Background: an optimization exercise with open tools, aiming at small area. Do not read the settings as production practice.
In this exercise RTL edits were held to simulation tests only and were not proved equivalent to the original.
Power is estimated from default activity; no workload was simulated.

Design apb_spi_master, start of the top module:
module apb_spi_master (
    input  wire        pclk_i,
    input  wire        rst_n_i,
    input  wire        psel_i,
    input  wire        penable_i,
    input  wire [ 3:0] paddr_i,
    input  wire        pwrite_i,
    input  wire [31:0] pwdata_i,
    output wire [31:0] prdata_o,
    output wire        pready_o,
    output wire        spi_clk_o,
    output wire        spi_sdo_o,
    output wire        spi_cs_n_o,
    input  wire        spi_sdi_i
);
    wire        eot;
    wire [31:0] stream_data_tx;
    wire        stream_data_tx_vld;
    wire        stream_data_tx_rdy;
    wire [31:0] spi_stream_rx;
    wire        spi_stream_rx_rdy;
    wire        spi_stream_rx_vld;
    wire        spi_clk_div_vld;
    wire [15:0] spi_clk_div;
    spi_master_controller spi_master (
        .clk_i               (pclk_i),
        .rst_n_i             (rst_n_i),
        .spi_clk_div_i       (spi_clk_div),
        .spi_clk_div_vld_i   (spi_clk_div_vld),
        .stream_data_tx_i    (stream_data_tx),
        .stream_data_tx_vld_i(stream_data_tx_vld),
        .stream_data_tx_rdy_o(stream_data_tx_rdy),
        .stream_data_rx_o    (spi_stream_rx),
        .stream_data_rx_vld_o(spi_stream_rx_vld),
        .stream_data_rx_rdy_i(spi_stream_rx_rdy),
        .spi_clk_o           (spi_clk_o),
  ...
export LEC_CHECK = 0
export CAP_MARGIN = 20
export CORE_MARGIN = 2
export CORE_UTILIZATION = 40
export SLEW_MARGIN = 20
create_clock -name core_clock -period 5.0 [get_ports {pclk_i}]
run.sh (not shown) runs the stock make flow with config.mk's settings and CLKGATE_MAP_FILE= SYNTH_SCRIPT=/design/flow/synth_recipe.tcl, a recipe that flattens the netlist after the stock synthesis.
Rerun with:
Settings changed: ABC_AREA set to 1.
Outcome: Worst setup slack gains 0.18 ns. Wire length came out higher by roughly a tenth. Via count increases by about a fifth. Die area rises slightly. Non-clock buffer count falls by 6. Worst hold slack is better by 0.038 ns. Clock skew is about the same. Cell area rose slightly.

========
job 3149:
apb_spi_master, a different RTL version from the one above (not shown whole).
Size in the first run: ~1000 cells after synthesis, roughly 360 flip-flops.
==> flow/config.mk <==
export PLATFORM = sky130hd
export DESIGN_NAME = apb_spi_master
export DESIGN_NICKNAME = apb_spi_master
export VERILOG_FILES = /design/flow/design.v
export SDC_FILE = /design/flow/constraint.sdc
export NUM_CORES = 4
export LEC_CHECK = 0
export CAP_MARGIN = 20
export CORE_MARGIN = 2
export CORE_UTILIZATION = 40
export SLEW_MARGIN = 20
export SYNTH_HIERARCHICAL = 1
export SYNTH_MINIMUM_KEEP_SIZE = 0
==> flow/constraint.sdc <==
create_clock -name core_clock -period 5.0 [get_ports {pclk_i}]
set_input_delay 1.0000 -clock core_clock [delete_from_list [all_inputs] [get_ports {pclk_i}]]
set_output_delay 1.0000 -clock core_clock [all_outputs]
set_load 0.01 [all_outputs]
standard.sh (not shown) runs the stock make flow with config.mk's settings and CLKGATE_MAP_FILE= SYNTH_SCRIPT=/design/flow/synth_recipe.tcl, a recipe that flattens the netlist after the stock synthesis.
==> flow/flow/run.sh <==
#!/bin/bash
# Standard layout, with the port buffers made of the smallest buffer cell
# (the default picks a much larger delay cell) and a clock tree without
# dummy balancing loads.
set -euo pipefail
export BUFFER_PORTS_ARGS="-buffer_cell sky130_fd_sc_hd__buf_1"
export CTS_ARGS="-sink_clustering_enable -repair_clock_nets -sink_clustering_size 16 -sink_clustering_max_diameter 50 -buf_list {sky130_fd_sc_hd__clkbuf_2 sky130_fd_sc_hd__clkbuf_4 sky130_fd_sc_hd__clkbuf_8} -dont_use_dummy_load"
bash standard.sh > standard_flow.log 2>&1
Job 3149 finished all stages; the layout is clean.
Inputs modified between job 3149 and job 727:
--- a/flow/flow/run.sh
+++ b/flow/flow/run.sh
@@ -7 +7 @@
-export CTS_ARGS="-sink_clustering_enable -repair_clock_nets -sink_clustering_size 16 -sink_clustering_max_diameter 50 -buf_list {sky130_fd_sc_hd__clkbuf_2 sky130_fd_sc_hd__clkbuf_4 sky130_fd_sc_hd__clkbuf_8} -dont_use_dummy_load"
+export CTS_ARGS="-sink_clustering_enable -repair_clock_nets -sink_clustering_size 20 -sink_clustering_max_diameter 35 -buf_list {sky130_fd_sc_hd__clkbuf_2 sky130_fd_sc_hd__clkbuf_4 sky130_fd_sc_hd__clkbuf_8} -dont_use_dummy_load"
## What came out
- Total power of the final layout: job 727 vs job 3149 up about 9%
- Job 3149 → job 727: sequential cell area share went down 1.2 points; number of buffers created by CTS went up 22.
- Job 727 | status: complete | timing, DRC, antenna: pass
- Compared with job 3149, in job 727 maximum frequency has remained practically unchanged, final cell count +1.4%, total congestion overflow closely matched the old numbers.
#### Input delta (job 7901 over job 727)
- swapping 40 for 65 in CORE_UTILIZATION
--- a/flow/flow/run.sh
+++ b/flow/flow/run.sh
@@ -7 +7 @@
-export CTS_ARGS="-sink_clustering_enable -repair_clock_nets -sink_clustering_size 20 -sink_clustering_max_diameter 35 -buf_list {sky130_fd_sc_hd__clkbuf_2 sky130_fd_sc_hd__clkbuf_4 sky130_fd_sc_hd__clkbuf_8} -dont_use_dummy_load"
+export CTS_ARGS="-sink_clustering_enable -repair_clock_nets -sink_clustering_size 16 -sink_clustering_max_diameter 50 -buf_list {sky130_fd_sc_hd__clkbuf_2 sky130_fd_sc_hd__clkbuf_4 sky130_fd_sc_hd__clkbuf_8} -dont_use_dummy_load"
==> comparison <==
Overall power after layout: lower on job 7901
Changes observed in job 7901 relative to job 727: switching share of power saw a decrease; sequential share of cell area went up; fill cell total of the finished layout went down; detailed-route wire length decreased 2500 um; setup slack of the critical path after layout lower.
Clock skew in job 7901 is 0.023 ns lower than in job 727
The following lists how job 9840 was set up differently from job 7901:
- a change of CORE_UTILIZATION from 65 to 40
--- a/flow/flow/run.sh
+++ b/flow/flow/run.sh
@@ -7 +7 @@
-export CTS_ARGS="-sink_clustering_enable -repair_clock_nets -sink_clustering_size 16 -sink_clustering_max_diameter 50 -buf_list {sky130_fd_sc_hd__clkbuf_2 sky130_fd_sc_hd__clkbuf_4 sky130_fd_sc_hd__clkbuf_8} -dont_use_dummy_load"
+export CTS_ARGS="-sink_clustering_enable -repair_clock_nets -sink_clustering_size 24 -sink_clustering_max_diameter 60 -buf_list {sky130_fd_sc_hd__clkbuf_16} -dont_use_dummy_load"
==> comparison <==
Delta (job 9840 minus job 7901): per-cell via count in the routed design fell 11%; count of plain and timing-repair buffers in the layout went down by 3.1%. Diff job 7901 -> job 9840 | relative slew slack | increase of 6.8 points. Looking only at sequential fraction of design power, and setting everything else aside, the lower value of job 7901 and job 9840 goes to job 9840. Comparing job 7901 and job 9840, combinational share of power is lower on job 9840.

re-timing with driven ports:
The flow's constraints put no driver on any port. The routed layouts listed below were extracted and timed again, unchanged, in two steps. Step 1, drivers: a clkbuf_16 drives pclk_i and a buf_2 each remaining input, both assumed. Step 2, shift: input delay + t, output delay - t, t = (earliest + latest rising clock arrival at the registers) / 2. This alone moves slack from input paths to output paths. Three values: ideal ports, drivers, drivers and shift; two values: the first two.
run	t, ns	setup WS [ns]	worst setup path at the end	worst slew at a driven data input, ns
the first run of note 1	0.639	1.371 / 1.371 / 1.371	register to register	0.12
the second run of note 1	0.626	1.554 / 1.554 / 0.956	input to register	0.05
job 3149	0.571	0.310 / 0.310 / 0.310	register to register	0.09
job 727	0.651	0.315 / 0.315 / 0.315	register to register	0.09
job 7901	0.566	0.276 / 0.276 / 0.276	register to register	0.08
job 9840	0.590	0.304 / 0.304 / 0.304	register to register	0.09
After both steps setup and hold are still met in every run listed. The setup slack of the second run of note 1, which loses most, moves by 0.000 ns with the drivers and by -0.598 ns with both steps.
